This design comes from an exercise in tuning for small area, a short achievable clock period and few clock cycles per item on the open sky130 flow, not from production work.
RTL that was checked went through simulation tests only; none was proved equivalent to the original.
The RTL of run 1 was laid out without a check of its function.

==> flow/design.v, too long to show whole: its modules and the start of the top module <==
// module logarithm: 1923 lines
// module log_fa: 4 lines
// module log_xor: 3 lines
// module log_maj: 3 lines
// module log_nand: 3 lines
// module log_nor: 3 lines
// module log_inv: 3 lines
// module log_aoi21: 3 lines
// module log_oai21: 3 lines
// module log_xnor: 3 lines
// module log_or: 3 lines
module logarithm #(
	parameter n = 16,
	parameter m = 24,
	parameter k = 5 ,
	parameter p = 24
) (
	input        clk  ,  
	input        reset,  
	input        start,
	input  [0:n] x    ,
	output [1:p] y    ,
	output       done
);
  // ...
==> flow/run.sh <==
#!/bin/bash
# synth_recipe.tcl (not shown) runs the flow's synth.tcl, then flattens the netlist and writes it again
# the make line also repeats each setting of config.mk as NAME=value (left out here)
make -C /OpenROAD-flow-scripts/flow DESIGN_CONFIG=/design/flow/config.mk WORK_HOME=/design/flow/orfs CLKGATE_MAP_FILE= SYNTH_SCRIPT=/design/flow/synth_recipe.tcl finish
==> flow/config.mk <==
export PLATFORM = sky130hd
export DESIGN_NAME = logarithm
export DESIGN_NICKNAME = logarithm
export VERILOG_FILES = /design/flow/design.v
export SDC_FILE = /design/flow/constraint.sdc
export NUM_CORES = 4
export LEC_CHECK = 0
export CAP_MARGIN = 20
export CORE_MARGIN = 2
export CORE_UTILIZATION = 40
export SETUP_SLACK_MARGIN = 3
export SLEW_MARGIN = 60
export SYNTH_HIERARCHICAL = 1
export SYNTH_MINIMUM_KEEP_SIZE = 0
==> flow/constraint.sdc <==
create_clock -name core_clock -period 9.0 [get_ports {clk}]
set_input_delay 1.8000 -clock core_clock [delete_from_list [all_inputs] [get_ports {clk}]]
set_output_delay 1.8000 -clock core_clock [all_outputs]
set_load 0.01 [all_outputs]
==> results.ini, run 1 <==
[status]
status=no timing/DRC/antenna violations

[yosys]
synthDistinctLibCells=32
yosys_warnings=7
synth_commonest_cells=nand2_1, fa_1, nor2_1

[cells_and_area]
design.seq.count=49
regMostFlops=r
fillers=2878
multi_input_area_um2=9780

[timing]
finClkSkew_ps=8.43
hold_viol_final=0
rsz0062_at_grt=no
hold_slack_ps=520

[global_route]
grt_pass1_wl_um=58800
grt_max_degree=44
grt.overflow.total=0
grt_antenna_before_repair=0

[worst_setup_path]
path_depth=17
crit_buf_inv=2
crit_path_max_incr_delay_ps=640
cp_common_cell=fa_1
crit_path_end_kind=flop
r2r-start=f[4]$_DFF_P_

[detailed_routing]
postRouteAntennaNets=0
dr.pass1.iters=5
dr.max_layer_used=met4

[floorplan]
ios=45

[flow_run]
cap_viol_max_count=0

[clock_network]
post_cts_buffers=0

[placement]
dp_slack_ps=3500

[worst_hold_path]
hp-class=reg -> reg

==> inputs of run 2 (changes only) <==
==> flow/design.v (replaced) <==
module logarithm #(
	parameter n = 16,
	parameter m = 24,
	parameter k = 5 ,
	parameter p = 24
) (
	input        clk  ,  
	input        reset,  
	input        start,
	input  [0:n] x    ,
	output [1:p] y    ,
	output       done
);
	reg  [23:0] f;
	reg  [24:0] r;           
	wire s1;
	wire c2;
	wire s3;
	wire c4;
	wire s5;
	wire c6;
	wire s7;
	wire c8;
	wire s9;
	wire c10;
	wire s11;
	wire c12;
	wire s13;
	wire c14;
	wire s15;
	wire c16;
	wire s17;
	wire c18;
	wire s19;
	wire c20;
	wire s21;
	wire c22;
	wire s23;
	wire c24;
	wire s25;
	wire c26;
	wire s27;
	wire c28;
	wire s29;
	wire c30;
	wire s31;
	wire c32;
	wire s33;
	wire c34;
	wire s35;
	wire c36;
	wire s37;
	wire c38;
	wire s39;
	wire c40;
	wire s41;
	wire c42;
	wire s43;
	wire c44;
	wire s45;
	wire c46;
	wire s47;
	wire c48;
	wire s49;
	wire c50;
	wire s51;
	wire c52;
	wire s53;
	wire c54;
	wire s55;
	wire c56;
	wire s57;
	wire c58;
	wire s59;
	wire c60;
	wire s61;
	wire c62;
	wire s63;
	wire c64;
	wire s65;
	wire c66;
	wire s67;
	wire c68;
	wire s69;
	wire c70;
	wire s71;
	wire c72;
	wire s73;
	wire c74;
	wire s75;
	wire c76;
	wire s77;
	wire c78;
	wire s79;
	wire c80;
	wire s81;
	wire c82;
	wire s83;
	wire c84;
	wire s85;
	wire c86;
	wire s87;
	wire c88;
	wire s89;
	wire c90;
	wire s91;
	wire c92;
	wire s93;
	wire c94;
	wire s95;
	wire c96;
	wire s97;
	wire c98;
	wire s99;
	wire c100;
	wire s101;
	wire c102;
	wire s103;
	wire c104;
	wire s105;
	wire c106;
	wire s107;
	wire c108;
	wire s109;
	wire c110;
	wire s111;
	wire c112;
	wire s113;
	wire c114;
	wire s115;
	wire c116;
	wire s117;
	wire c118;
	wire s119;
	wire c120;
	wire s121;
	wire c122;
	wire s123;
	wire c124;
	wire s125;
	wire c126;
	wire s127;
	wire c128;
	wire s129;
	wire c130;
	wire s131;
	wire c132;
	wire s133;
	wire c134;
	wire s135;
	wire c136;
	wire s137;
	wire c138;
	wire s139;
	wire c140;
	wire s141;
	wire c142;
	wire s143;
	wire c144;
	wire s145;
	wire c146;
	wire s147;
	wire c148;
	wire s149;
	wire c150;
	wire s151;
	wire c152;
	wire s153;
	wire c154;
	wire s155;
	wire c156;
	wire s157;
	wire c158;
	wire s159;
	wire c160;
	wire s161;
	wire c162;
	wire s163;
	wire c164;
	wire s165;
	wire c166;
	wire s167;
	wire c168;
	wire s169;
	wire c170;
	wire s171;
	wire c172;
	wire s173;
	wire c174;
	wire s175;
	wire c176;
	wire s177;
	wire c178;
	wire s179;
	wire c180;
	wire s181;
	wire c182;
	wire s183;
	wire c184;
	wire s185;
	wire c186;
	wire s187;
	wire c188;
	wire s189;
	wire c190;
	wire s191;
	wire c192;
	wire s193;
	wire c194;
	wire s195;
	wire c196;
	wire s197;
	wire c198;
	wire s199;
	wire c200;
	wire s201;
	wire c202;
	wire s203;
	wire c204;
	wire s205;
	wire c206;
	wire s207;
	wire c208;
	wire s209;
	wire c210;
	wire s211;
	wire c212;
	wire s213;
	wire c214;
	wire s215;
	wire c216;
	wire s217;
	wire c218;
	wire s219;
	wire c220;
	wire s221;
	wire c222;
	wire s223;
	wire c224;
	wire s225;
	wire c226;
	wire s227;
	wire c228;
	wire s229;
	wire c230;
	wire s231;
	wire c232;
	wire s233;
	wire c234;
	wire s235;
	wire c236;
	wire s237;
	wire c238;
	wire s239;
	wire c240;
	wire s241;
	wire c242;
	wire s243;
	wire c244;
	wire s245;
	wire c246;
	wire s247;
	wire c248;
	wire s249;
	wire c250;
	wire s251;
	wire c252;
	wire s253;
	wire c254;
	wire s255;
	wire c256;
	wire s257;
	wire c258;
	wire s259;
	wire c260;
	wire s261;
	wire c262;
	wire s263;
	wire c264;
	wire s265;
	wire c266;
	wire s267;
	wire c268;
	wire s269;
	wire c270;
	wire s271;
	wire c272;
	wire s273;
	wire c274;
	wire s275;
	wire c276;
	wire s277;
	wire c278;
	wire s279;
	wire c280;
	wire s281;
	wire c282;
	wire s283;
	wire c284;
	wire s285;
	wire c286;
	wire s287;
	wire c288;
	wire s289;
	wire c290;
	wire s291;
	wire c292;
	wire s293;
	wire c294;
	wire s295;
	wire c296;
	wire s297;
	wire c298;
	wire s299;
	wire c300;
	wire s301;
	wire c302;
	wire s303;
	wire c304;
	wire s305;
	wire c306;
	wire s307;
	wire c308;
	wire s309;
	wire c310;
	wire s311;
	wire c312;
	wire s313;
	wire c314;
	wire s315;
	wire c316;
	wire s317;
	wire c318;
	wire s319;
	wire c320;
	wire s321;
	wire c322;
	wire s323;
	wire c324;
	wire s325;
	wire c326;
	wire s327;
	wire c328;
	wire s329;
	wire c330;
	wire s331;
	wire c332;
	wire s333;
	wire c334;
	wire s335;
	wire c336;
	wire s337;
	wire c338;
	wire s339;
	wire c340;
	wire s341;
	wire c342;
	wire s343;
	wire c344;
	wire s345;
	wire c346;
	wire s347;
	wire c348;
	wire s349;
	wire c350;
	wire s351;
	wire c352;
	wire s353;
	wire c354;
	wire s355;
	wire c356;
	wire s357;
	wire c358;
	wire s359;
	wire c360;
	wire s361;
	wire c362;
	wire s363;
	wire c364;
	wire s365;
	wire c366;
	wire s367;
	wire c368;
	wire s369;
	wire c370;
	wire s371;
	wire c372;
	wire s373;
	wire c374;
	wire s375;
	wire c376;
	wire s377;
	wire c378;
	wire s379;
	wire c380;
	wire s381;
	wire c382;
	wire s383;
	wire c384;
	wire s385;
	wire c386;
	wire s387;
	wire c388;
	wire s389;
	wire c390;
	wire s391;
	wire c392;
	wire s393;
	wire c394;
	wire s395;
	wire c396;
	wire s397;
	wire c398;
	wire s399;
	wire c400;
	wire s401;
	wire c402;
	wire s403;
	wire c404;
	wire s405;
	wire c406;
	wire s407;
	wire c408;
	wire s409;
	wire c410;
	wire s411;
	wire c412;
	wire s413;
	wire c414;
	wire s415;
	wire c416;
	wire s417;
	wire c418;
	wire s419;
	wire c420;
	wire s421;
	wire c422;
	wire s423;
	wire c424;
	wire s425;
	wire c426;
	wire s427;
	wire c428;
	wire s429;
	wire c430;
	wire s431;
	wire c432;
	wire s433;
	wire c434;
	wire s435;
	wire c436;
	wire s437;
	wire c438;
	wire s439;
	wire c440;
	wire s441;
	wire c442;
	wire s443;
	wire c444;
	wire s445;
	wire c446;
	wire s447;
	wire c448;
	wire s449;
	wire c450;
	wire s451;
	wire c452;
	wire s453;
	wire c454;
	wire s455;
	wire c456;
	wire s457;
	wire c458;
	wire s459;
	wire c460;
	wire s461;
	wire c462;
	wire s463;
	wire c464;
	wire s465;
	wire c466;
	wire s467;
	wire c468;
	wire s469;
	wire c470;
	wire s471;
	wire c472;
	wire s473;
	wire c474;
	wire s475;
	wire c476;
	wire s477;
	wire c478;
	wire s479;
	wire c480;
	wire s481;
	wire c482;
	wire s483;
	wire c484;
	wire s485;
	wire c486;
	wire s487;
	wire c488;
	wire s489;
	wire c490;
	wire s491;
	wire c492;
	wire s493;
	wire c494;
	wire s495;
	wire c496;
	wire s497;
	wire c498;
	wire s499;
	wire c500;
	wire s501;
	wire c502;
	wire s503;
	wire c504;
	wire s505;
	wire c506;
	wire pg2;
	wire pt2;
	wire pg4;
	wire pt4;
	wire pg5;
	wire pt5;
	wire pg6;
	wire pt6;
	wire pg7;
	wire pt7;
	wire pg8;
	wire pt8;
	wire pg9;
	wire pt9;
	wire pg10;
	wire pt10;
	wire pg11;
	wire pt11;
	wire pg12;
	wire pt12;
	wire pg13;
	wire pt13;
	wire pg14;
	wire pt14;
	wire pg15;
	wire pt15;
	wire pg16;
	wire pt16;
	wire pg17;
	wire pt17;
	wire pg18;
	wire pt18;
	wire pg19;
	wire pt19;
	wire pg20;
	wire pt20;
	wire pg21;
	wire pt21;
	wire pg22;
	wire pt22;
	wire pg23;
	wire pt23;
	wire pg24;
	wire pt24;
	wire pg25;
	wire pt25;
	wire pg26;
	wire pt26;
	wire pg27;
	wire pt27;
	wire pg28;
	wire pt28;
	wire pg29;
	wire pt29;
	wire pg30;
	wire pt30;
	wire pg31;
	wire pt31;
	wire pg32;
	wire pt32;
	wire pg33;
	wire pt33;
	wire pg34;
	wire pt34;
	wire pg35;
	wire pt35;
	wire pg36;
	wire pt36;
	wire pg37;
	wire pt37;
	wire pg38;
	wire pt38;
	wire pg39;
	wire pt39;
	wire pg40;
	wire pt40;
	wire pg41;
	wire pt41;
	wire pg42;
	wire pt42;
	wire pg43;
	wire pt43;
	wire pg44;
	wire pt44;
	wire pg45;
	wire pt45;
	wire pg46;
	wire pt46;
	wire pg47;
	wire pt47;
	wire cg1;
	wire ct1;
	wire cg2;
	wire ct2;
	wire cg3;
	wire ct3;
	wire cg4;
	wire ct4;
	wire cg5;
	wire ct5;
	wire cg6;
	wire ct6;
	wire cg7;
	wire ct7;
	wire cg8;
	wire ct8;
	wire cg9;
	wire ct9;
	wire cg10;
	wire ct10;
	wire cg11;
	wire ct11;
	wire cg12;
	wire ct12;
	wire cg13;
	wire ct13;
	wire cg14;
	wire ct14;
	wire cg15;
	wire ct15;
	wire cg16;
	wire ct16;
	wire cg17;
	wire ct17;
	wire ci0;
	wire cg18;
	wire ct18;
	wire cg19;
	wire cg20;
	wire cg21;
	wire cg22;
	wire ci1;
	wire cg23;
	wire ci2;
	wire ci3;
	wire cg24;
	wire ct24;
	wire cg25;
	wire cg26;
	wire ct26;
	wire cg27;
	wire ct27;
	wire cg28;
	wire ci4;
	wire ci5;
	wire cg29;
	wire ct29;
	wire ci6;
	wire ci7;
	wire cg30;
	wire ct30;
	wire cg31;
	wire cg32;
	wire ct32;
	wire cg33;
	wire ct33;
	wire ci8;
	wire ci9;
	wire cg34;
	wire ct34;
	wire cg35;
	wire cg36;
	wire ct36;
	wire cg37;
	wire ct37;
	wire cg38;
	wire cg39;
	wire ct39;
	wire ci10;
	wire ci11;
	wire cg40;
	wire ct40;
	wire cg41;
	wire ct41;
	wire cg42;
	wire ci12;
	wire ci13;
	wire cg43;
	wire ct43;
	wire cg44;
	wire ct44;
	wire cg45;
	wire ct45;
	wire cg46;
	wire cg47;
	wire ct47;
	wire cg48;
	wire ct48;
	wire cg49;
	wire ct49;
	wire cg50;
	wire ct50;
	wire cg51;
	wire ci14;
	wire ci15;
	wire cg52;
	wire cg53;
	wire ct53;
	wire cg54;
	wire ci16;
	wire ci17;
	wire cg55;
	wire ct55;
	wire ci18;
	wire ci19;
	wire cg56;
	wire cg57;
	wire ct57;
	wire cg58;
	wire ct58;
	wire ci20;
	wire ci21;
	wire cg59;
	wire cg60;
	wire ct60;
	wire cg61;
	wire cg62;
	wire ct62;
	wire ci22;
	wire ci23;
	wire cg63;
	wire ct63;
	wire cg64;
	wire ci24;
	wire ci25;
	wire cg65;
	wire ct65;
	wire cg66;
	wire ct66;
	wire cg67;
	wire cg68;
	wire ct68;
	wire cg69;
	wire ct69;
	wire cg70;
	wire ct70;
	wire cg71;
	wire ci26;
	wire ci27;
	wire cg72;
	wire ct72;
	wire ci28;
	wire ci29;
	wire cg73;
	wire cg74;
	wire ct74;
	wire cg75;
	wire ct75;
	wire ci30;
	wire ci31;
	wire cg76;
	wire ci32;
	wire ci33;
	wire cg77;
	wire ct77;
	wire ci34;
	wire ci35;
	wire cg78;
	wire ct78;
	wire ci36;
	wire ci37;
	wire cg79;
	wire cg80;
	wire ct80;
	wire cg81;
	wire ct81;
	wire ci38;
	wire ci39;
	wire cg82;
	wire ct82;
	wire ci40;
	wire ci41;
	wire cg83;
	wire cg84;
	wire ct84;
	wire cg85;
	wire ct85;
	wire ci42;
	wire ci43;
	wire cg86;
	wire cg87;
	wire ct87;
	wire ci44;
	wire ci45;
	wire cg88;
	wire ct88;
	wire cg89;
	wire ct89;
	wire ci46;
	wire ci47;
	wire cg90;
	wire ci48;
	wire ci49;
	wire cg91;
	wire ct91;
	wire cg92;
	wire ct92;
	wire cg93;
	wire ct93;
	wire ci50;
	wire ci51;
	wire cg94;
	wire cg95;
	wire ct95;
	wire cg96;
	wire ct96;
	wire cg97;
	wire ct97;
	wire cg98;
	wire ct98;
	wire ci52;
	wire ci53;
	wire cg99;
	wire ci54;
	wire cg100;
	wire ct100;
	wire cg101;
	log_xnor us1 (~(f[0] & f[17]), ~(f[1] & f[16]), s1);
	log_or uc2 (~(f[0] & f[17]), ~(f[1] & f[16]), c2);
	log_xnor us3 (~(f[0] & f[18]), ~(f[1] & f[17]), s3);
	log_or uc4 (~(f[0] & f[18]), ~(f[1] & f[17]), c4);
	log_fa us5 (~(f[0] & f[19]), ~(f[1] & f[18]), ~(f[2] & f[17]), s5, c6);
	log_xnor us7 (~(f[3] & f[16]), ~(f[4] & f[15]), s7);
	log_or uc8 (~(f[3] & f[16]), ~(f[4] & f[15]), c8);
	log_fa us9 (~(f[0] & f[20]), ~(f[1] & f[19]), ~(f[2] & f[18]), s9, c10);
	log_xnor us11 (~(f[3] & f[17]), ~(f[4] & f[16]), s11);
	log_or uc12 (~(f[3] & f[17]), ~(f[4] & f[16]), c12);
	log_fa us13 (~(f[0] & f[21]), ~(f[1] & f[20]), ~(f[2] & f[19]), s13, c14);
	log_fa us15 (~(f[3] & f[18]), ~(f[4] & f[17]), ~(f[5] & f[16]), s15, c16);
	log_xnor us17 (~(f[6] & f[15]), ~(f[7] & f[14]), s17);
	log_or uc18 (~(f[6] & f[15]), ~(f[7] & f[14]), c18);
	log_fa us19 (~(f[0] & f[22]), ~(f[1] & f[21]), ~(f[2] & f[20]), s19, c20);
	log_fa us21 (~(f[3] & f[19]), ~(f[4] & f[18]), ~(f[5] & f[17]), s21, c22);
	log_xnor us23 (~(f[6] & f[16]), ~(f[7] & f[15]), s23);
	log_or uc24 (~(f[6] & f[16]), ~(f[7] & f[15]), c24);
	log_fa us25 (~(f[0] & f[23]), ~(f[1] & f[22]), ~(f[2] & f[21]), s25, c26);
	log_fa us27 (~(f[3] & f[20]), ~(f[4] & f[19]), ~(f[5] & f[18]), s27, c28);
	log_fa us29 (~(f[6] & f[17]), ~(f[7] & f[16]), ~(f[8] & f[15]), s29, c30);
	log_xnor us31 (~(f[9] & f[14]), ~(f[10] & f[13]), s31);
	log_or uc32 (~(f[9] & f[14]), ~(f[10] & f[13]), c32);
	log_fa us33 (~(f[1] & f[23]), ~(f[2] & f[22]), ~(f[3] & f[21]), s33, c34);
	log_fa us35 (~(f[4] & f[20]), ~(f[5] & f[19]), ~(f[6] & f[18]), s35, c36);
	log_fa us37 (~(f[7] & f[17]), ~(f[8] & f[16]), ~(f[9] & f[15]), s37, c38);
	log_xnor us39 (~(f[10] & f[14]), ~(f[11] & f[13]), s39);
	log_or uc40 (~(f[10] & f[14]), ~(f[11] & f[13]), c40);
	log_fa us41 (~(f[2] & f[23]), ~(f[3] & f[22]), ~(f[4] & f[21]), s41, c42);
	log_fa us43 (~(f[5] & f[20]), ~(f[6] & f[19]), ~(f[7] & f[18]), s43, c44);
	log_fa us45 (~(f[8] & f[17]), ~(f[9] & f[16]), ~(f[10] & f[15]), s45, c46);
	log_fa us47 (~(f[11] & f[14]), ~(f[12] & f[13]), ~f[13], s47, c48);
	log_fa us49 (~(f[3] & f[23]), ~(f[4] & f[22]), ~(f[5] & f[21]), s49, c50);
	log_fa us51 (~(f[6] & f[20]), ~(f[7] & f[19]), ~(f[8] & f[18]), s51, c52);
	log_fa us53 (~(f[9] & f[17]), ~(f[10] & f[16]), ~(f[11] & f[15]), s53, c54);
	log_fa us55 (~(f[4] & f[23]), ~(f[5] & f[22]), ~(f[6] & f[21]), s55, c56);
	log_fa us57 (~(f[7] & f[20]), ~(f[8] & f[19]), ~(f[9] & f[18]), s57, c58);
	log_fa us59 (~(f[10] & f[17]), ~(f[11] & f[16]), ~(f[12] & f[15]), s59, c60);
	log_fa us61 (~(f[5] & f[23]), ~(f[6] & f[22]), ~(f[7] & f[21]), s61, c62);
	log_fa us63 (~(f[8] & f[20]), ~(f[9] & f[19]), ~(f[10] & f[18]), s63, c64);
	log_fa us65 (~(f[6] & f[23]), ~(f[7] & f[22]), ~(f[8] & f[21]), s65, c66);
	log_fa us67 (~(f[9] & f[20]), ~(f[10] & f[19]), ~(f[11] & f[18]), s67, c68);
	log_fa us69 (~(f[7] & f[23]), ~(f[8] & f[22]), ~(f[9] & f[21]), s69, c70);
	log_fa us71 (~(f[8] & f[23]), ~(f[9] & f[22]), ~(f[10] & f[21]), s71, c72);
	log_xnor us73 (~(f[0] & f[11]), ~(f[1] & f[10]), s73);
	log_or uc74 (~(f[0] & f[11]), ~(f[1] & f[10]), c74);
	log_xnor us75 (~(f[0] & f[12]), ~(f[1] & f[11]), s75);
	log_or uc76 (~(f[0] & f[12]), ~(f[1] & f[11]), c76);
	log_fa us77 (~(f[0] & f[13]), ~(f[1] & f[12]), ~(f[2] & f[11]), s77, c78);
	log_xnor us79 (~(f[3] & f[10]), ~(f[4] & f[9]), s79);
	log_or uc80 (~(f[3] & f[10]), ~(f[4] & f[9]), c80);
	log_fa us81 (~(f[0] & f[14]), ~(f[1] & f[13]), ~(f[2] & f[12]), s81, c82);
	log_xnor us83 (~(f[3] & f[11]), ~(f[4] & f[10]), s83);
	log_or uc84 (~(f[3] & f[11]), ~(f[4] & f[10]), c84);
	log_fa us85 (~(f[0] & f[15]), ~(f[1] & f[14]), ~(f[2] & f[13]), s85, c86);
	log_fa us87 (~(f[3] & f[12]), ~(f[4] & f[11]), ~(f[5] & f[10]), s87, c88);
	log_xnor us89 (~(f[6] & f[9]), ~(f[7] & f[8]), s89);
	log_or uc90 (~(f[6] & f[9]), ~(f[7] & f[8]), c90);
	log_fa us91 (~(f[0] & f[16]), ~(f[1] & f[15]), ~(f[2] & f[14]), s91, c92);
	log_fa us93 (~(f[3] & f[13]), ~(f[4] & f[12]), ~(f[5] & f[11]), s93, c94);
	log_xnor us95 (~(f[6] & f[10]), ~(f[7] & f[9]), s95);
	log_or uc96 (~(f[6] & f[10]), ~(f[7] & f[9]), c96);
	log_fa us97 (~(f[2] & f[15]), ~(f[3] & f[14]), ~(f[4] & f[13]), s97, c98);
	log_fa us99 (~(f[5] & f[12]), ~(f[6] & f[11]), ~(f[7] & f[10]), s99, c100);
	log_fa us101 (~(f[8] & f[9]), ~f[9], s1, s101, c102);
	log_fa us103 (~(f[2] & f[16]), ~(f[3] & f[15]), ~(f[4] & f[14]), s103, c104);
	log_fa us105 (~(f[5] & f[13]), ~(f[6] & f[12]), ~(f[7] & f[11]), s105, c106);
	log_fa us107 (~(f[8] & f[10]), c2, s3, s107, c108);
	log_fa us109 (~(f[5] & f[14]), ~(f[6] & f[13]), ~(f[7] & f[12]), s109, c110);
	log_fa us111 (~(f[8] & f[11]), ~(f[9] & f[10]), ~f[10], s111, c112);
	log_fa us113 (c4, s7, s5, s113, c114);
	log_fa us115 (~(f[5] & f[15]), ~(f[6] & f[14]), ~(f[7] & f[13]), s115, c116);
	log_fa us117 (~(f[8] & f[12]), ~(f[9] & f[11]), c8, s117, c118);
	log_fa us119 (s11, c6, s9, s119, c120);
	log_fa us121 (~(f[8] & f[13]), ~(f[9] & f[12]), ~(f[10] & f[11]), s121, c122);
	log_fa us123 (~f[11], c12, s17, s123, c124);
	log_fa us125 (c10, s13, s15, s125, c126);
	log_fa us127 (~(f[8] & f[14]), ~(f[9] & f[13]), ~(f[10] & f[12]), s127, c128);
	log_fa us129 (c18, s23, c14, s129, c130);
	log_fa us131 (c16, s19, s21, s131, c132);
	log_fa us133 (~(f[11] & f[12]), ~f[12], c24, s133, c134);
	log_fa us135 (s31, c20, c22, s135, c136);
	log_fa us137 (s25, s27, s29, s137, c138);
	log_fa us139 (~f[0], c32, s39, s139, c140);
	log_fa us141 (c26, c28, c30, s141, c142);
	log_fa us143 (s33, s35, s37, s143, c144);
	log_fa us145 (~f[1], c40, c34, s145, c146);
	log_fa us147 (c36, c38, s41, s147, c148);
	log_fa us149 (s43, s45, s47, s149, c150);
	log_fa us151 (~(f[12] & f[14]), ~f[2], c42, s151, c152);
	log_fa us153 (c44, c46, s49, s153, c154);
	log_fa us155 (s51, s53, c48, s155, c156);
	log_fa us157 (~(f[13] & f[14]), ~f[14], ~f[3], s157, c158);
	log_fa us159 (c50, c52, c54, s159, c160);
	log_fa us161 (s55, s57, s59, s161, c162);
	log_fa us163 (~(f[11] & f[17]), ~(f[12] & f[16]), ~(f[13] & f[15]), s163, c164);
	log_fa us165 (~f[4], c56, c58, s165, c166);
	log_fa us167 (c60, s61, s63, s167, c168);
	log_fa us169 (~(f[12] & f[17]), ~(f[13] & f[16]), ~(f[14] & f[15]), s169, c170);
	log_fa us171 (~f[15], ~f[5], c62, s171, c172);
	log_fa us173 (c64, s65, s67, s173, c174);
	log_fa us175 (~(f[10] & f[20]), ~(f[11] & f[19]), ~(f[12] & f[18]), s175, c176);
	log_fa us177 (~(f[13] & f[17]), ~(f[14] & f[16]), ~f[6], s177, c178);
	log_fa us179 (c66, c68, s69, s179, c180);
	log_fa us181 (~(f[11] & f[20]), ~(f[12] & f[19]), ~(f[13] & f[18]), s181, c182);
	log_fa us183 (~(f[14] & f[17]), ~(f[15] & f[16]), ~f[16], s183, c184);
	log_fa us185 (~f[7], c70, s71, s185, c186);
	log_fa us187 (~(f[9] & f[23]), ~(f[10] & f[22]), ~(f[11] & f[21]), s187, c188);
	log_fa us189 (~(f[12] & f[20]), ~(f[13] & f[19]), ~(f[14] & f[18]), s189, c190);
	log_fa us191 (~(f[15] & f[17]), ~f[8], c72, s191, c192);
	log_fa us193 (~(f[10] & f[23]), ~(f[11] & f[22]), ~(f[12] & f[21]), s193, c194);
	log_fa us195 (~(f[13] & f[20]), ~(f[14] & f[19]), ~(f[15] & f[18]), s195, c196);
	log_fa us197 (~(f[16] & f[17]), ~f[17], ~f[9], s197, c198);
	log_fa us199 (~(f[11] & f[23]), ~(f[12] & f[22]), ~(f[13] & f[21]), s199, c200);
	log_fa us201 (~(f[14] & f[20]), ~(f[15] & f[19]), ~(f[16] & f[18]), s201, c202);
	log_fa us203 (~(f[12] & f[23]), ~(f[13] & f[22]), ~(f[14] & f[21]), s203, c204);
	log_fa us205 (~(f[15] & f[20]), ~(f[16] & f[19]), ~(f[17] & f[18]), s205, c206);
	log_fa us207 (~(f[13] & f[23]), ~(f[14] & f[22]), ~(f[15] & f[21]), s207, c208);
	log_fa us209 (~(f[14] & f[23]), ~(f[15] & f[22]), ~(f[16] & f[21]), s209, c210);
	log_xnor us211 (~(f[0] & f[7]), ~(f[1] & f[6]), s211);
	log_or uc212 (~(f[0] & f[7]), ~(f[1] & f[6]), c212);
	log_xnor us213 (~(f[0] & f[8]), ~(f[1] & f[7]), s213);
	log_or uc214 (~(f[0] & f[8]), ~(f[1] & f[7]), c214);
	log_fa us215 (~(f[0] & f[9]), ~(f[1] & f[8]), ~(f[2] & f[7]), s215, c216);
	log_xnor us217 (~(f[3] & f[6]), ~(f[4] & f[5]), s217);
	log_or uc218 (~(f[3] & f[6]), ~(f[4] & f[5]), c218);
	log_fa us219 (~(f[0] & f[10]), ~(f[1] & f[9]), ~(f[2] & f[8]), s219, c220);
	log_xnor us221 (~(f[3] & f[7]), ~(f[4] & f[6]), s221);
	log_or uc222 (~(f[3] & f[7]), ~(f[4] & f[6]), c222);
	log_fa us223 (~(f[2] & f[9]), ~(f[3] & f[8]), ~(f[4] & f[7]), s223, c224);
	log_fa us225 (~(f[5] & f[6]), ~f[6], s73, s225, c226);
	log_fa us227 (~(f[2] & f[10]), ~(f[3] & f[9]), ~(f[4] & f[8]), s227, c228);
	log_fa us229 (~(f[5] & f[7]), c74, s75, s229, c230);
	log_fa us231 (~(f[5] & f[8]), ~(f[6] & f[7]), ~f[7], s231, c232);
	log_fa us233 (c76, s79, s77, s233, c234);
	log_fa us235 (~(f[5] & f[9]), ~(f[6] & f[8]), c80, s235, c236);
	log_fa us237 (s83, c78, s81, s237, c238);
	log_fa us239 (~f[8], c84, s89, s239, c240);
	log_fa us241 (c82, s85, s87, s241, c242);
	log_fa us243 (c90, s95, c86, s243, c244);
	log_fa us245 (c88, s91, s93, s245, c246);
	log_fa us247 (c96, c92, c94, s247, c248);
	log_fa us249 (s97, s99, s101, s249, c250);
	log_fa us251 (c98, c100, s103, s251, c252);
	log_fa us253 (s105, c102, s107, s253, c254);
	log_fa us255 (c104, c106, s109, s255, c256);
	log_fa us257 (s111, c108, s113, s257, c258);
	log_fa us259 (c110, s115, s117, s259, c260);
	log_fa us261 (c112, s119, c114, s261, c262);
	log_fa us263 (c116, s121, c118, s263, c264);
	log_fa us265 (s123, c120, s125, s265, c266);
	log_fa us267 (c122, s127, c124, s267, c268);
	log_fa us269 (s129, c126, s131, s269, c270);
	log_fa us271 (c128, s133, c130, s271, c272);
	log_fa us273 (s135, c132, s137, s273, c274);
	log_fa us275 (c134, s139, c136, s275, c276);
	log_fa us277 (s141, c138, s143, s277, c278);
	log_fa us279 (c140, s145, c142, s279, c280);
	log_fa us281 (s147, c144, s149, s281, c282);
	log_fa us283 (s151, c146, s153, s283, c284);
	log_fa us285 (c148, c150, s155, s285, c286);
	log_fa us287 (s157, c152, s159, s287, c288);
	log_fa us289 (c154, s161, c156, s289, c290);
	log_fa us291 (s163, c158, c160, s291, c292);
	log_fa us293 (s165, c162, s167, s293, c294);
	log_fa us295 (c164, s169, s171, s295, c296);
	log_fa us297 (c166, c168, s173, s297, c298);
	log_fa us299 (c170, s175, s177, s299, c300);
	log_fa us301 (c172, s179, c174, s301, c302);
	log_fa us303 (c176, s181, s183, s303, c304);
	log_fa us305 (c178, s185, c180, s305, c306);
	log_fa us307 (c182, s187, s189, s307, c308);
	log_fa us309 (c184, s191, c186, s309, c310);
	log_fa us311 (c188, c190, s193, s311, c312);
	log_fa us313 (s195, s197, c192, s313, c314);
	log_fa us315 (~f[10], c194, c196, s315, c316);
	log_fa us317 (s199, s201, c198, s317, c318);
	log_fa us319 (~f[18], ~f[11], c200, s319, c320);
	log_fa us321 (c202, s203, s205, s321, c322);
	log_fa us323 (~(f[16] & f[20]), ~(f[17] & f[19]), ~f[12], s323, c324);
	log_fa us325 (c204, c206, s207, s325, c326);
	log_fa us327 (~(f[17] & f[20]), ~(f[18] & f[19]), ~f[19], s327, c328);
	log_fa us329 (~f[13], c208, s209, s329, c330);
	log_fa us331 (~(f[15] & f[23]), ~(f[16] & f[22]), ~(f[17] & f[21]), s331, c332);
	log_fa us333 (~(f[18] & f[20]), ~f[14], c210, s333, c334);
	log_fa us335 (~(f[16] & f[23]), ~(f[17] & f[22]), ~(f[18] & f[21]), s335, c336);
	log_fa us337 (~(f[19] & f[20]), ~f[20], ~f[15], s337, c338);
	log_fa us339 (~(f[17] & f[23]), ~(f[18] & f[22]), ~(f[19] & f[21]), s339, c340);
	log_fa us341 (~(f[18] & f[23]), ~(f[19] & f[22]), ~(f[20] & f[21]), s341, c342);
	log_xnor us343 (~(f[0] & f[5]), ~(f[1] & f[4]), s343);
	log_or uc344 (~(f[0] & f[5]), ~(f[1] & f[4]), c344);
	log_xnor us345 (~(f[0] & f[6]), ~(f[1] & f[5]), s345);
	log_or uc346 (~(f[0] & f[6]), ~(f[1] & f[5]), c346);
	log_fa us347 (~(f[2] & f[5]), ~(f[3] & f[4]), ~f[4], s347, c348);
	log_fa us349 (~(f[2] & f[6]), ~(f[3] & f[5]), c212, s349, c350);
	log_fa us351 (~f[5], c214, s217, s351, c352);
	log_fa us353 (c218, s221, c216, s353, c354);
	log_fa us355 (c222, c220, s223, s355, c356);
	log_fa us357 (c224, s227, c226, s357, c358);
	log_fa us359 (c228, s231, c230, s359, c360);
	log_fa us361 (s235, c232, s237, s361, c362);
	log_fa us363 (c236, s239, c238, s363, c364);
	log_fa us365 (c240, s243, c242, s365, c366);
	log_fa us367 (c244, s247, c246, s367, c368);
	log_fa us369 (c248, s251, c250, s369, c370);
	log_fa us371 (s255, c252, c254, s371, c372);
	log_fa us373 (c256, s259, c258, s373, c374);
	log_fa us375 (c260, s263, c262, s375, c376);
	log_fa us377 (s267, c264, c266, s377, c378);
	log_fa us379 (c268, s271, c270, s379, c380);
	log_fa us381 (s275, c272, c274, s381, c382);
	log_fa us383 (s279, c276, c278, s383, c384);
	log_fa us385 (c280, s283, c282, s385, c386);
	log_fa us387 (c284, s287, c286, s387, c388);
	log_fa us389 (s291, c288, s293, s389, c390);
	log_fa us391 (s295, c292, c294, s391, c392);
	log_fa us393 (s299, c296, s301, s393, c394);
	log_fa us395 (c300, s303, c302, s395, c396);
	log_fa us397 (c304, s307, s309, s397, c398);
	log_fa us399 (s311, c308, s313, s399, c400);
	log_fa us401 (s315, c312, s317, s401, c402);
	log_fa us403 (s319, c316, s321, s403, c404);
	log_fa us405 (s323, c320, s325, s405, c406);
	log_fa us407 (s327, c324, s329, s407, c408);
	log_fa us409 (s331, c328, s333, s409, c410);
	log_fa us411 (c332, s335, s337, s411, c412);
	log_fa us413 (~f[16], c336, s339, s413, c414);
	log_fa us415 (~f[21], ~f[17], c340, s415, c416);
	log_fa us417 (~(f[19] & f[23]), ~(f[20] & f[22]), ~f[18], s417, c418);
	log_fa us419 (~(f[20] & f[23]), ~(f[21] & f[22]), ~f[22], s419, c420);
	log_xnor us421 (~(f[0] & f[3]), ~(f[1] & f[2]), s421);
	log_or uc422 (~(f[0] & f[3]), ~(f[1] & f[2]), c422);
	log_xnor us423 (~(f[0] & f[4]), ~(f[1] & f[3]), s423);
	log_or uc424 (~(f[0] & f[4]), ~(f[1] & f[3]), c424);
	log_fa us425 (~(f[2] & f[3]), ~f[3], s343, s425, c426);
	log_fa us427 (~(f[2] & f[4]), c344, s345, s427, c428);
	log_fa us429 (c346, s211, s347, s429, c430);
	log_fa us431 (s213, s349, c348, s431, c432);
	log_fa us433 (s215, c350, s351, s433, c434);
	log_fa us435 (s219, c352, s353, s435, c436);
	log_fa us437 (s225, c354, s355, s437, c438);
	log_fa us439 (s229, c356, s357, s439, c440);
	log_fa us441 (s233, s359, c358, s441, c442);
	log_fa us443 (c234, c360, s361, s443, c444);
	log_fa us445 (s241, s363, c362, s445, c446);
	log_fa us447 (s245, s365, c364, s447, c448);
	log_fa us449 (s249, c366, s367, s449, c450);
	log_fa us451 (s253, c368, s369, s451, c452);
	log_fa us453 (s257, s371, c370, s453, c454);
	log_fa us455 (s261, s373, c372, s455, c456);
	log_fa us457 (s265, c374, s375, s457, c458);
	log_fa us459 (s269, s377, c376, s459, c460);
	log_fa us461 (s273, s379, c378, s461, c462);
	log_fa us463 (s277, s381, c380, s463, c464);
	log_fa us465 (s281, s383, c382, s465, c466);
	log_fa us467 (s285, c384, s385, s467, c468);
	log_fa us469 (s289, c386, s387, s469, c470);
	log_fa us471 (c290, c388, s389, s471, c472);
	log_fa us473 (s297, s391, c390, s473, c474);
	log_fa us475 (c298, s393, c392, s475, c476);
	log_fa us477 (s305, s395, c394, s477, c478);
	log_fa us479 (c306, s397, c396, s479, c480);
	log_fa us481 (c310, s399, c398, s481, c482);
	log_fa us483 (c314, s401, c400, s483, c484);
	log_fa us485 (c318, s403, c402, s485, c486);
	log_fa us487 (c322, s405, c404, s487, c488);
	log_fa us489 (c326, s407, c406, s489, c490);
	log_fa us491 (c330, s409, c408, s491, c492);
	log_fa us493 (c334, s411, c410, s493, c494);
	log_fa us495 (c338, s413, c412, s495, c496);
	log_fa us497 (s341, s415, c414, s497, c498);
	log_fa us499 (c342, s417, c416, s499, c500);
	log_fa us501 (~f[19], s419, c418, s501, c502);
	log_fa us503 (~(f[21] & f[23]), ~f[20], c420, s503, c504);
	log_fa us505 (~(f[22] & f[23]), ~f[23], ~f[21], s505, c506);
	wire [49:0] ta = {1'b1, ~f[23], c506, c504, c502, c500, c498, c496, c494, c492, c490, c488, c486, c484, c482, c480, c478, c476, c474, c472, c470, c468, c466, c464, c462, c460, c458, c456, c454, c452, c450, c448, c446, c444, c442, c440, c438, c436, c434, c432, c430, c428, c426, c424, c422, s421, ~(f[0] & f[2]), ~(f[0] & f[1]), 1'b1, ~f[0]};
	wire [49:0] tb = {1'b1, 1'b1, ~f[22], s505, s503, s501, s499, s497, s495, s493, s491, s489, s487, s485, s483, s481, s479, s477, s475, s473, s471, s469, s467, s465, s463, s461, s459, s457, s455, s453, s451, s449, s447, s445, s443, s441, s439, s437, s435, s433, s431, s429, s427, s425, s423, ~f[2], 1'b1, ~f[1], 1'b1, 1'b1};
	wire [49:0] t, cy, pp_;
	log_nor u_pg2 (~(f[0] & f[1]), ~f[1], pg2);
	log_nand u_pt2 (~(f[0] & f[1]), ~f[1], pt2);
	log_nor u_pg4 (s421, ~f[2], pg4);
	log_nand u_pt4 (s421, ~f[2], pt4);
	log_nor u_pg5 (c422, s423, pg5);
	log_nand u_pt5 (c422, s423, pt5);
	log_nor u_pg6 (c424, s425, pg6);
	log_nand u_pt6 (c424, s425, pt6);
	log_nor u_pg7 (c426, s427, pg7);
	log_nand u_pt7 (c426, s427, pt7);
	log_nor u_pg8 (c428, s429, pg8);
	log_nand u_pt8 (c428, s429, pt8);
	log_nor u_pg9 (c430, s431, pg9);
	log_nand u_pt9 (c430, s431, pt9);
	log_nor u_pg10 (c432, s433, pg10);
	log_nand u_pt10 (c432, s433, pt10);
	log_nor u_pg11 (c434, s435, pg11);
	log_nand u_pt11 (c434, s435, pt11);
	log_nor u_pg12 (c436, s437, pg12);
	log_nand u_pt12 (c436, s437, pt12);
	log_nor u_pg13 (c438, s439, pg13);
	log_nand u_pt13 (c438, s439, pt13);
	log_nor u_pg14 (c440, s441, pg14);
	log_nand u_pt14 (c440, s441, pt14);
	log_nor u_pg15 (c442, s443, pg15);
	log_nand u_pt15 (c442, s443, pt15);
	log_nor u_pg16 (c444, s445, pg16);
	log_nand u_pt16 (c444, s445, pt16);
	log_nor u_pg17 (c446, s447, pg17);
	log_nand u_pt17 (c446, s447, pt17);
	log_nor u_pg18 (c448, s449, pg18);
	log_nand u_pt18 (c448, s449, pt18);
	log_nor u_pg19 (c450, s451, pg19);
	log_nand u_pt19 (c450, s451, pt19);
	log_nor u_pg20 (c452, s453, pg20);
	log_nand u_pt20 (c452, s453, pt20);
	log_nor u_pg21 (c454, s455, pg21);
	log_nand u_pt21 (c454, s455, pt21);
	log_nor u_pg22 (c456, s457, pg22);
	log_nand u_pt22 (c456, s457, pt22);
	log_nor u_pg23 (c458, s459, pg23);
	log_nand u_pt23 (c458, s459, pt23);
	log_nor u_pg24 (c460, s461, pg24);
	log_nand u_pt24 (c460, s461, pt24);
	log_nor u_pg25 (c462, s463, pg25);
	log_nand u_pt25 (c462, s463, pt25);
	log_nor u_pg26 (c464, s465, pg26);
	log_nand u_pt26 (c464, s465, pt26);
	log_nor u_pg27 (c466, s467, pg27);
	log_nand u_pt27 (c466, s467, pt27);
	log_nor u_pg28 (c468, s469, pg28);
	log_nand u_pt28 (c468, s469, pt28);
	log_nor u_pg29 (c470, s471, pg29);
	log_nand u_pt29 (c470, s471, pt29);
	log_nor u_pg30 (c472, s473, pg30);
	log_nand u_pt30 (c472, s473, pt30);
	log_nor u_pg31 (c474, s475, pg31);
	log_nand u_pt31 (c474, s475, pt31);
	log_nor u_pg32 (c476, s477, pg32);
	log_nand u_pt32 (c476, s477, pt32);
	log_nor u_pg33 (c478, s479, pg33);
	log_nand u_pt33 (c478, s479, pt33);
	log_nor u_pg34 (c480, s481, pg34);
	log_nand u_pt34 (c480, s481, pt34);
	log_nor u_pg35 (c482, s483, pg35);
	log_nand u_pt35 (c482, s483, pt35);
	log_nor u_pg36 (c484, s485, pg36);
	log_nand u_pt36 (c484, s485, pt36);
	log_nor u_pg37 (c486, s487, pg37);
	log_nand u_pt37 (c486, s487, pt37);
	log_nor u_pg38 (c488, s489, pg38);
	log_nand u_pt38 (c488, s489, pt38);
	log_nor u_pg39 (c490, s491, pg39);
	log_nand u_pt39 (c490, s491, pt39);
	log_nor u_pg40 (c492, s493, pg40);
	log_nand u_pt40 (c492, s493, pt40);
	log_nor u_pg41 (c494, s495, pg41);
	log_nand u_pt41 (c494, s495, pt41);
	log_nor u_pg42 (c496, s497, pg42);
	log_nand u_pt42 (c496, s497, pt42);
	log_nor u_pg43 (c498, s499, pg43);
	log_nand u_pt43 (c498, s499, pt43);
	log_nor u_pg44 (c500, s501, pg44);
	log_nand u_pt44 (c500, s501, pt44);
	log_nor u_pg45 (c502, s503, pg45);
	log_nand u_pt45 (c502, s503, pt45);
	log_nor u_pg46 (c504, s505, pg46);
	log_nand u_pt46 (c504, s505, pt46);
	log_nor u_pg47 (c506, ~f[22], pg47);
	log_nand u_pt47 (c506, ~f[22], pt47);
	log_aoi21 u_cg1 (pt23, pg22, pg23, cg1);
	log_nand u_ct1 (pt23, pt22, ct1);
	log_aoi21 u_cg2 (pt21, pg20, pg21, cg2);
	log_nand u_ct2 (pt21, pt20, ct2);
	log_oai21 u_cg3 (ct1, cg2, cg1, cg3);
	log_nor u_ct3 (ct1, ct2, ct3);
	log_aoi21 u_cg4 (pt19, pg18, pg19, cg4);
	log_nand u_ct4 (pt19, pt18, ct4);
	log_aoi21 u_cg5 (pt17, pg16, pg17, cg5);
	log_nand u_ct5 (pt17, pt16, ct5);
	log_oai21 u_cg6 (ct4, cg5, cg4, cg6);
	log_nor u_ct6 (ct4, ct5, ct6);
	log_aoi21 u_cg7 (ct3, cg6, cg3, cg7);
	log_nand u_ct7 (ct3, ct6, ct7);
	log_aoi21 u_cg8 (pt15, pg14, pg15, cg8);
	log_nand u_ct8 (pt15, pt14, ct8);
	log_aoi21 u_cg9 (pt13, pg12, pg13, cg9);
	log_nand u_ct9 (pt13, pt12, ct9);
	log_oai21 u_cg10 (ct8, cg9, cg8, cg10);
	log_nor u_ct10 (ct8, ct9, ct10);
	log_aoi21 u_cg11 (pt11, pg10, pg11, cg11);
	log_nand u_ct11 (pt11, pt10, ct11);
	log_aoi21 u_cg12 (pt9, pg8, pg9, cg12);
	log_nand u_ct12 (pt9, pt8, ct12);
	log_oai21 u_cg13 (ct11, cg12, cg11, cg13);
	log_nor u_ct13 (ct11, ct12, ct13);
	log_aoi21 u_cg14 (ct10, cg13, cg10, cg14);
	log_nand u_ct14 (ct10, ct13, ct14);
	log_aoi21 u_cg15 (pt7, pg6, pg7, cg15);
	log_nand u_ct15 (pt7, pt6, ct15);
	log_aoi21 u_cg16 (pt5, pg4, pg5, cg16);
	log_nand u_ct16 (pt5, pt4, ct16);
	log_oai21 u_cg17 (ct15, cg16, cg15, cg17);
	log_nor u_ct17 (ct15, ct16, ct17);
	log_inv u_ci0 (~(f[0] & f[2]), ci0);
	log_aoi21 u_cg18 (ci0, pg2, 1'b0, cg18);
	log_nand u_ct18 (ci0, pt2, ct18);
	log_aoi21 u_cg19 (1'b0, 1'b0, 1'b0, cg19);
	log_oai21 u_cg20 (ct18, cg19, cg18, cg20);
	log_aoi21 u_cg21 (ct17, cg20, cg17, cg21);
	log_oai21 u_cg22 (ct14, cg21, cg14, cg22);
	log_inv u_ci1 (cg22, ci1);
	log_oai21 u_cg23 (ct7, ci1, cg7, cg23);
	log_inv u_ci2 (pg24, ci2);
	log_inv u_ci3 (pt24, ci3);
	log_oai21 u_cg24 (ci3, cg7, ci2, cg24);
	log_nor u_ct24 (ci3, ct7, ct24);
	log_aoi21 u_cg25 (ct24, cg22, cg24, cg25);
	log_aoi21 u_cg26 (pt25, pg24, pg25, cg26);
	log_nand u_ct26 (pt25, pt24, ct26);
	log_oai21 u_cg27 (ct26, cg7, cg26, cg27);
	log_nor u_ct27 (ct26, ct7, ct27);
	log_aoi21 u_cg28 (ct27, cg22, cg27, cg28);
	log_inv u_ci4 (pg26, ci4);
	log_inv u_ci5 (pt26, ci5);
	log_oai21 u_cg29 (ci5, cg26, ci4, cg29);
	log_nor u_ct29 (ci5, ct26, ct29);
	log_inv u_ci6 (cg29, ci6);
	log_inv u_ci7 (ct29, ci7);
	log_oai21 u_cg30 (ci7, cg7, ci6, cg30);
	log_nor u_ct30 (ci7, ct7, ct30);
	log_aoi21 u_cg31 (ct30, cg22, cg30, cg31);
	log_aoi21 u_cg32 (pt27, pg26, pg27, cg32);
	log_nand u_ct32 (pt27, pt26, ct32);
	log_oai21 u_cg33 (ct32, cg26, cg32, cg33);
	log_nor u_ct33 (ct32, ct26, ct33);
	log_inv u_ci8 (cg33, ci8);
	log_inv u_ci9 (ct33, ci9);
	log_oai21 u_cg34 (ci9, cg7, ci8, cg34);
	log_nor u_ct34 (ci9, ct7, ct34);
	log_aoi21 u_cg35 (ct34, cg22, cg34, cg35);
	log_aoi21 u_cg36 (pt28, cg33, pg28, cg36);
	log_nand u_ct36 (pt28, ct33, ct36);
	log_oai21 u_cg37 (ct36, cg7, cg36, cg37);
	log_nor u_ct37 (ct36, ct7, ct37);
	log_aoi21 u_cg38 (ct37, cg22, cg37, cg38);
	log_aoi21 u_cg39 (pt29, pg28, pg29, cg39);
	log_nand u_ct39 (pt29, pt28, ct39);
	log_inv u_ci10 (cg39, ci10);
	log_inv u_ci11 (ct39, ci11);
	log_aoi21 u_cg40 (ci11, cg33, ci10, cg40);
	log_nand u_ct40 (ci11, ct33, ct40);
	log_oai21 u_cg41 (ct40, cg7, cg40, cg41);
	log_nor u_ct41 (ct40, ct7, ct41);
	log_aoi21 u_cg42 (ct41, cg22, cg41, cg42);
	log_inv u_ci12 (pg30, ci12);
	log_inv u_ci13 (pt30, ci13);
	log_oai21 u_cg43 (ci13, cg39, ci12, cg43);
	log_nor u_ct43 (ci13, ct39, ct43);
	log_aoi21 u_cg44 (ct43, cg33, cg43, cg44);
	log_nand u_ct44 (ct43, ct33, ct44);
	log_oai21 u_cg45 (ct44, cg7, cg44, cg45);
	log_nor u_ct45 (ct44, ct7, ct45);
	log_aoi21 u_cg46 (ct45, cg22, cg45, cg46);
	log_aoi21 u_cg47 (pt31, pg30, pg31, cg47);
	log_nand u_ct47 (pt31, pt30, ct47);
	log_oai21 u_cg48 (ct47, cg39, cg47, cg48);
	log_nor u_ct48 (ct47, ct39, ct48);
	log_aoi21 u_cg49 (ct48, cg33, cg48, cg49);
	log_nand u_ct49 (ct48, ct33, ct49);
	log_oai21 u_cg50 (ct49, cg7, cg49, cg50);
	log_nor u_ct50 (ct49, ct7, ct50);
	log_aoi21 u_cg51 (ct50, cg22, cg50, cg51);
	log_inv u_ci14 (pg32, ci14);
	log_inv u_ci15 (pt32, ci15);
	log_oai21 u_cg52 (ci15, cg51, ci14, cg52);
	log_aoi21 u_cg53 (pt33, pg32, pg33, cg53);
	log_nand u_ct53 (pt33, pt32, ct53);
	log_oai21 u_cg54 (ct53, cg51, cg53, cg54);
	log_inv u_ci16 (pg34, ci16);
	log_inv u_ci17 (pt34, ci17);
	log_oai21 u_cg55 (ci17, cg53, ci16, cg55);
	log_nor u_ct55 (ci17, ct53, ct55);
	log_inv u_ci18 (cg55, ci18);
	log_inv u_ci19 (ct55, ci19);
	log_oai21 u_cg56 (ci19, cg51, ci18, cg56);
	log_aoi21 u_cg57 (pt35, pg34, pg35, cg57);
	log_nand u_ct57 (pt35, pt34, ct57);
	log_oai21 u_cg58 (ct57, cg53, cg57, cg58);
	log_nor u_ct58 (ct57, ct53, ct58);
	log_inv u_ci20 (cg58, ci20);
	log_inv u_ci21 (ct58, ci21);
	log_oai21 u_cg59 (ci21, cg51, ci20, cg59);
	log_aoi21 u_cg60 (pt36, cg58, pg36, cg60);
	log_nand u_ct60 (pt36, ct58, ct60);
	log_oai21 u_cg61 (ct60, cg51, cg60, cg61);
	log_aoi21 u_cg62 (pt37, pg36, pg37, cg62);
	log_nand u_ct62 (pt37, pt36, ct62);
	log_inv u_ci22 (cg62, ci22);
	log_inv u_ci23 (ct62, ci23);
	log_aoi21 u_cg63 (ci23, cg58, ci22, cg63);
	log_nand u_ct63 (ci23, ct58, ct63);
	log_oai21 u_cg64 (ct63, cg51, cg63, cg64);
	log_inv u_ci24 (pg38, ci24);
	log_inv u_ci25 (pt38, ci25);
	log_oai21 u_cg65 (ci25, cg62, ci24, cg65);
	log_nor u_ct65 (ci25, ct62, ct65);
	log_aoi21 u_cg66 (ct65, cg58, cg65, cg66);
	log_nand u_ct66 (ct65, ct58, ct66);
	log_oai21 u_cg67 (ct66, cg51, cg66, cg67);
	log_aoi21 u_cg68 (pt39, pg38, pg39, cg68);
	log_nand u_ct68 (pt39, pt38, ct68);
	log_oai21 u_cg69 (ct68, cg62, cg68, cg69);
	log_nor u_ct69 (ct68, ct62, ct69);
	log_aoi21 u_cg70 (ct69, cg58, cg69, cg70);
	log_nand u_ct70 (ct69, ct58, ct70);
	log_oai21 u_cg71 (ct70, cg51, cg70, cg71);
	log_inv u_ci26 (pg40, ci26);
	log_inv u_ci27 (pt40, ci27);
	log_oai21 u_cg72 (ci27, cg70, ci26, cg72);
	log_nor u_ct72 (ci27, ct70, ct72);
	log_inv u_ci28 (cg72, ci28);
	log_inv u_ci29 (ct72, ci29);
	log_oai21 u_cg73 (ci29, cg51, ci28, cg73);
	log_aoi21 u_cg74 (pt41, pg40, pg41, cg74);
	log_nand u_ct74 (pt41, pt40, ct74);
	log_oai21 u_cg75 (ct74, cg70, cg74, cg75);
	log_nor u_ct75 (ct74, ct70, ct75);
	log_inv u_ci30 (cg75, ci30);
	log_inv u_ci31 (ct75, ci31);
	log_oai21 u_cg76 (ci31, cg51, ci30, cg76);
	log_inv u_ci32 (pg42, ci32);
	log_inv u_ci33 (pt42, ci33);
	log_oai21 u_cg77 (ci33, cg74, ci32, cg77);
	log_nor u_ct77 (ci33, ct74, ct77);
	log_inv u_ci34 (cg77, ci34);
	log_inv u_ci35 (ct77, ci35);
	log_oai21 u_cg78 (ci35, cg70, ci34, cg78);
	log_nor u_ct78 (ci35, ct70, ct78);
	log_inv u_ci36 (cg78, ci36);
	log_inv u_ci37 (ct78, ci37);
	log_oai21 u_cg79 (ci37, cg51, ci36, cg79);
	log_aoi21 u_cg80 (pt43, pg42, pg43, cg80);
	log_nand u_ct80 (pt43, pt42, ct80);
	log_oai21 u_cg81 (ct80, cg74, cg80, cg81);
	log_nor u_ct81 (ct80, ct74, ct81);
	log_inv u_ci38 (cg81, ci38);
	log_inv u_ci39 (ct81, ci39);
	log_oai21 u_cg82 (ci39, cg70, ci38, cg82);
	log_nor u_ct82 (ci39, ct70, ct82);
	log_inv u_ci40 (cg82, ci40);
	log_inv u_ci41 (ct82, ci41);
	log_oai21 u_cg83 (ci41, cg51, ci40, cg83);
	log_aoi21 u_cg84 (pt44, cg81, pg44, cg84);
	log_nand u_ct84 (pt44, ct81, ct84);
	log_oai21 u_cg85 (ct84, cg70, cg84, cg85);
	log_nor u_ct85 (ct84, ct70, ct85);
	log_inv u_ci42 (cg85, ci42);
	log_inv u_ci43 (ct85, ci43);
	log_oai21 u_cg86 (ci43, cg51, ci42, cg86);
	log_aoi21 u_cg87 (pt45, pg44, pg45, cg87);
	log_nand u_ct87 (pt45, pt44, ct87);
	log_inv u_ci44 (cg87, ci44);
	log_inv u_ci45 (ct87, ci45);
	log_aoi21 u_cg88 (ci45, cg81, ci44, cg88);
	log_nand u_ct88 (ci45, ct81, ct88);
	log_oai21 u_cg89 (ct88, cg70, cg88, cg89);
	log_nor u_ct89 (ct88, ct70, ct89);
	log_inv u_ci46 (cg89, ci46);
	log_inv u_ci47 (ct89, ci47);
	log_oai21 u_cg90 (ci47, cg51, ci46, cg90);
	log_inv u_ci48 (pg46, ci48);
	log_inv u_ci49 (pt46, ci49);
	log_oai21 u_cg91 (ci49, cg87, ci48, cg91);
	log_nor u_ct91 (ci49, ct87, ct91);
	log_aoi21 u_cg92 (ct91, cg81, cg91, cg92);
	log_nand u_ct92 (ct91, ct81, ct92);
	log_oai21 u_cg93 (ct92, cg70, cg92, cg93);
	log_nor u_ct93 (ct92, ct70, ct93);
	log_inv u_ci50 (cg93, ci50);
	log_inv u_ci51 (ct93, ci51);
	log_oai21 u_cg94 (ci51, cg51, ci50, cg94);
	log_aoi21 u_cg95 (pt47, pg46, pg47, cg95);
	log_nand u_ct95 (pt47, pt46, ct95);
	log_oai21 u_cg96 (ct95, cg87, cg95, cg96);
	log_nor u_ct96 (ct95, ct87, ct96);
	log_aoi21 u_cg97 (ct96, cg81, cg96, cg97);
	log_nand u_ct97 (ct96, ct81, ct97);
	log_oai21 u_cg98 (ct97, cg70, cg97, cg98);
	log_nor u_ct98 (ct97, ct70, ct98);
	log_inv u_ci52 (cg98, ci52);
	log_inv u_ci53 (ct98, ci53);
	log_oai21 u_cg99 (ci53, cg51, ci52, cg99);
	log_inv u_ci54 (~f[23], ci54);
	log_aoi21 u_cg100 (ci54, cg98, 1'b0, cg100);
	log_nand u_ct100 (ci54, ct98, ct100);
	log_oai21 u_cg101 (ct100, cg51, cg100, cg101);
	assign cy[24] = cg23;
	assign cy[25] = ~cg25;
	assign cy[26] = ~cg28;
	assign cy[27] = ~cg31;
	assign cy[28] = ~cg35;
	assign cy[29] = ~cg38;
	assign cy[30] = ~cg42;
	assign cy[31] = ~cg46;
	assign cy[32] = ~cg51;
	assign cy[33] = cg52;
	assign cy[34] = cg54;
	assign cy[35] = cg56;
	assign cy[36] = cg59;
	assign cy[37] = cg61;
	assign cy[38] = cg64;
	assign cy[39] = cg67;
	assign cy[40] = cg71;
	assign cy[41] = cg73;
	assign cy[42] = cg76;
	assign cy[43] = cg79;
	assign cy[44] = cg83;
	assign cy[45] = cg86;
	assign cy[46] = cg90;
	assign cy[47] = cg94;
	assign cy[48] = cg99;
	assign cy[49] = cg101;
	assign pp_[24] = c460 ^ s461;
	assign pp_[25] = c462 ^ s463;
	assign pp_[26] = c464 ^ s465;
	assign pp_[27] = c466 ^ s467;
	assign pp_[28] = c468 ^ s469;
	assign pp_[29] = c470 ^ s471;
	assign pp_[30] = c472 ^ s473;
	assign pp_[31] = c474 ^ s475;
	assign pp_[32] = c476 ^ s477;
	assign pp_[33] = c478 ^ s479;
	assign pp_[34] = c480 ^ s481;
	assign pp_[35] = c482 ^ s483;
	assign pp_[36] = c484 ^ s485;
	assign pp_[37] = c486 ^ s487;
	assign pp_[38] = c488 ^ s489;
	assign pp_[39] = c490 ^ s491;
	assign pp_[40] = c492 ^ s493;
	assign pp_[41] = c494 ^ s495;
	assign pp_[42] = c496 ^ s497;
	assign pp_[43] = c498 ^ s499;
	assign pp_[44] = c500 ^ s501;
	assign pp_[45] = c502 ^ s503;
	assign pp_[46] = c504 ^ s505;
	assign pp_[47] = c506 ^ ~f[22];
	assign pp_[48] = ~~f[23];
	assign pp_[49] = 1'b0;
	log_xor u_sum24 (pp_[24], cy[24], t[24]);
	log_xor u_sum25 (pp_[25], cy[25], t[25]);
	log_xor u_sum26 (pp_[26], cy[26], t[26]);
	log_xor u_sum27 (pp_[27], cy[27], t[27]);
	log_xor u_sum28 (pp_[28], cy[28], t[28]);
	log_xor u_sum29 (pp_[29], cy[29], t[29]);
	log_xor u_sum30 (pp_[30], cy[30], t[30]);
	log_xor u_sum31 (pp_[31], cy[31], t[31]);
	log_xor u_sum32 (pp_[32], cy[32], t[32]);
	log_xor u_sum33 (pp_[33], cy[33], t[33]);
	log_xor u_sum34 (pp_[34], cy[34], t[34]);
	log_xor u_sum35 (pp_[35], cy[35], t[35]);
	log_xor u_sum36 (pp_[36], cy[36], t[36]);
	log_xor u_sum37 (pp_[37], cy[37], t[37]);
	log_xor u_sum38 (pp_[38], cy[38], t[38]);
	log_xor u_sum39 (pp_[39], cy[39], t[39]);
	log_xor u_sum40 (pp_[40], cy[40], t[40]);
	log_xor u_sum41 (pp_[41], cy[41], t[41]);
	log_xor u_sum42 (pp_[42], cy[42], t[42]);
	log_xor u_sum43 (pp_[43], cy[43], t[43]);
	log_xor u_sum44 (pp_[44], cy[44], t[44]);
	log_xor u_sum45 (pp_[45], cy[45], t[45]);
	log_xor u_sum46 (pp_[46], cy[46], t[46]);
	log_xor u_sum47 (pp_[47], cy[47], t[47]);
	log_xor u_sum48 (pp_[48], cy[48], t[48]);
	log_xor u_sum49 (pp_[49], cy[49], t[49]);
	assign t[23:0] = 24'd0;
	wire [25:0] s  = t[49:24];
	wire        b  = f >= 24'd6949351;
	wire        ld = r[24];
	wire        sh = ~ld & b;    
	wire        sk = ~ld & ~b;   
	always @(posedge clk)
		f <= ({24{sh}} & {s[25], s[23:1]}) | ({24{sk}} & s[23:0]) |
		     ({24{ld}} & {x[1:n], {(m-n){1'b0}}});
	always @(posedge clk or negedge reset) begin
		if (~reset)
			r[24] <= 1'b1;
		else if (start | ~r[24])
			r[24] <= start ? 1'b0 : r[23];
	end
	always @(posedge clk) begin
		if (start | ~r[24])
			r[23:0] <= start ? 24'd1 : {r[22:0], b & x[0]};
	end
	assign done = r[24];
	assign y    = r[23:0];
endmodule
module log_fa (input a, input b, input c, output s, output co);
	assign s  = a ^ b ^ c;
	assign co = (a & b) | (a & c) | (b & c);
endmodule
module log_xor (input a, input b, output y);
	assign y = a ^ b;
endmodule
module log_maj (input a, input b, input c, output y);
	assign y = (a & b) | (a & c) | (b & c);
endmodule
module log_nand (input a, input b, output y);
	assign y = ~(a & b);
endmodule
module log_nor (input a, input b, output y);
	assign y = ~(a | b);
endmodule
module log_inv (input a, output y);
	assign y = ~a;
endmodule
module log_aoi21 (input a, input b, input c, output y);
	assign y = ~((a & b) | c);
endmodule
module log_oai21 (input a, input b, input c, output y);
	assign y = ~((a | b) & c);
endmodule
module log_xnor (input a, input b, output y);
	assign y = ~(a ^ b);
endmodule
module log_or (input a, input b, output y);
	assign y = a | b;
endmodule
==> flow/config.mk (replaced) <==
export PLATFORM = sky130hd
export DESIGN_NAME = logarithm
export DESIGN_NICKNAME = logarithm
export VERILOG_FILES = /design/flow/design.v
export SDC_FILE = /design/flow/constraint.sdc
export NUM_CORES = 4
export LEC_CHECK = 0
export CAP_MARGIN = 20
export CORE_MARGIN = 2
export CORE_UTILIZATION = 40
export SETUP_SLACK_MARGIN = 3.8
export SLEW_MARGIN = 60
export SYNTH_HIERARCHICAL = 1
export SYNTH_MINIMUM_KEEP_SIZE = 0
==> results.ini, run 2 <==
[yosys]
synth_edf_count=24
synthDistinctLibCells=32  ; unchanged
ys.flop_type=edfxtp_1
synth_commonest_cells=nand2_1, fa_1, inv_1
yosys_warnings=7  ; unchanged
synth_seq_cells=49
synth_cells=1209
postSynthAreaPerCell_um2=8.56
yosysMostFrequentCell=nand2_1
synth_top_cell_by_area=fa_1
netlist_area_um2=10300
synth_top_area_share_pct=44.7
ys_seq_area_share_pct=11.9
synthTopCellsByArea=fa_1, nand2_1, edfxtp_1, dfxtp_1, a21oi_2
async_flop_share_pct=2.04

[clock_network]
worstSkewPairLatency_ps=300
cts_sinks=49
cts_tree=done
clock-root-buffer=clkbuf_16
clock_path_buffers=2
clkTransAtPathRegs_ps=80
cts_made_buffers=5
htree_levels=2

[detailed_routing]
wl_per_cell_um=17.5
route.detailed.drc=0
postRouteAntennaNets=0  ; unchanged
routed_wirelength_um=26900
dr.pass1.iters=5  ; unchanged
vias=8119
viasPerCell=5.28
drtIter0Drc=551

[floorplan]
start_util_pct=41.0
dieArea_um2=27200
rows=58
coreArea_um2=25300
die_x_um=165
ios=45  ; unchanged
die_h_um=165

[status]
status=no timing/DRC/antenna violations

[timing]
finalCritPeriodShare_pct=55.4
tns_ps=0
rsz0062_at_grt=yes
slew_viol_final=0
finClkSkew_ps=10.1  ; +1.68 ps
layout_setup_ws_ps=4020
hold_viol_final=0  ; unchanged
worst_slew_pin_slew_ps=557
max_freq_mhz=201
setup_viol=0
fin_crit_ps=4980
maxSlewHeadroom_pct=62.6

[global_route]
met2_usage_pct=34.9
grt_pass1_vias=8423
grt_pass1_wl_um=43700  ; -26%
busiest_layer=met2
grt_antenna_before_repair=0  ; unchanged
track_usage_pct=20.5
grt_use_met1_pct=28.8
grt_max_degree=44  ; unchanged
grt.overflow.total=0  ; unchanged
met3_usage_pct=1.63

[placement]
dp_hpwl_um=19600
globalplace.congestion=0.848
place_inst=1530
dpl_cell_area_um2=11100
dp_slack_ps=3410  ; -90.7 ps
io_buffers=44

[cells_and_area]
syn2layout_area_growth_pct=10.2
largestRegisters=r x25, f x24
mostFrequentLayoutCell=nand2_1
largest_reg_flops=25
drive_above_1_share_pct=8.44
final_cell_mix=nand2_1, fa_1, inv_1
fin_nets=1459
stdcell_count=1539
design_area_um2=11400
num_antenna_cells=0
regMostFlops=r

[worst_setup_path]
critPathMaxFanout=24
crit_path_end_kind=flop
cp-start-kind=flop
cp_cell_sequence=buf_4 -> nand2_1 -> fa_1 -> fa_1 -> fa_1 -> fa_1 -> fa_1 -> nand2_1 -> nand2_1 -> nor2_4 -> nand2_1 -> o21ai_2 -> a21oi_4 -> buf_12 -> o21ai_1 -> xor2_1 -> a31oi_1 -> a21oi_1
critPathKind=reg -> reg
critPathArrivalTime_ps=5190
cp_common_cell=fa_1
required_ps=9210
cp_top_family=adder cells
crit_path_max_incr_delay_ps=590  ; -50 ps
cpMaxStageDelayCell=fa_1
crit_buf_inv=2  ; unchanged

[flow_run]
cap_viol_max_count=0  ; unchanged

[worst_hold_path]
hp-class=reg -> reg

==> run 2: Yosys stat by module (local to each module, per instance) <==
module     cells  flops+latches
log_nor        1              0
log_oai21      1              0
log_xor        1              0
log_nand       1              0
logarithm    595             49
log_xnor       1              0
log_or         1              0
log_inv        1              0
log_aoi21      1              0
log_fa         1              0
==> run 2: worst register-to-register path, delay by kind of cell (launching register included) <==
family / cells / cell delay (ps)
XOR/XNOR: 1 / 190
AND/OR/NAND/NOR: 5 / 710
flip-flops: 1 / 310
adder cells (fa/ha/maj): 5 / 2510
AO/OA/AOI/OAI: 5 / 710
buffers and inverters: 2 / 480
==> run 2: metrics by stage <==
| stage | hold slack, ps | util, % |
|---|---|---|
| final | 529 | 45.1 |
| after global routing | 594 | 45.1 |
| after CTS | 543 | 44.7 |
| after detailed placement | 520 | 43.9 |
| after global placement | 495 | 43.8 |
| after floorplan | 535 | - |
==> run 2: repair_timing <==
item / CTS / global route
hold buffers: 0 / 0
pin swaps: 0 / 1
setup endpoints to repair: 17 / 19
buffers inserted: 1 / 0
resized for setup: 5 / 25
==> run 2: routing by layer <==
layer	wire, µm	vias to the layer above
met3	1240	40
li1	-	3704
met4	479	0
met5	0	-
met1	12100	4160
met2	13100	215
==> run 2: kinds of logic after synthesis <==
| group | after synthesis | synth area share (%) |
|---|---|---|
| other | 1 | 0.0362 |
| AO/OA/AOI/OAI | 169 | 10.2 |
| buffers and inverters | 168 | 6.42 |
| AND/OR/NAND/NOR | 520 | 20.8 |
| adder cells (fa/ha/maj) | 231 | 44.7 |
| flip-flops | 49 | 11.9 |
| XOR/XNOR | 71 | 6.01 |
==> run 2: final cells by class <==
type	instances	area, µm²
Tap cell	330	413
Sequential cell	49	1250
Clock inverter	3	47.5
Multi-Input combinational cell	997	8560
Fill cell	2528	13900
Timing Repair Buffer	70	689
Clock buffer	5	125
Inverter	85	319
==> run 2: path summary, 6_finish.rpt <==
| path | from | endpoint | slack (ps) | depth (start not counted) |
|---|---|---|---|---|
| max | f[5]$_DFF_P_ | f[17]$_DFF_P_ | 4020 | 18 |
| min | r[23]$_SDFFCE_PP0P_ | r[24]$_DFFE_PN1P_ | 530 | 2 |
| max reg2reg | f[5]$_DFF_P_ | f[17]$_DFF_P_ | 4020 | 18 |
| min reg2reg | r[23]$_SDFFCE_PP0P_ | r[24]$_DFFE_PN1P_ | 530 | 2 |
| max in group asynchronous | reset | r[24]$_DFFE_PN1P_ | 7170 | 1 |
| min in group asynchronous | reset | r[24]$_DFFE_PN1P_ | 1810 | 1 |
Testbench counts of run 2, summed over its fixed seeds: cycles 41,600, items 1,600.

afterwards: timing with drivers on the ports:
How much do the figures lean on ideal ports? The routed layouts below were timed once more, with nothing changed but the port constraints.
Step 1 assumes that a clkbuf_16 drives the clock port and a buf_2 every other input.
Step 2 moves the port delays by t, midway between the first and last clock arrival at a register: inputs arrive t later, outputs are due t later. That takes back most of the time a late clock gives input paths.
Slacks: no drivers / after step 1 / after step 2; pairs: no drivers / after step 1.
run	t (ns)	setup slack, ns	clock arrival spread, ns
run 1	0.346	3.404 / 3.404 / 3.404	0.009 / 0.010
run 2	0.324	4.017 / 4.017 / 4.017	0.010 / 0.010
After both steps setup and hold are still met in every run listed.
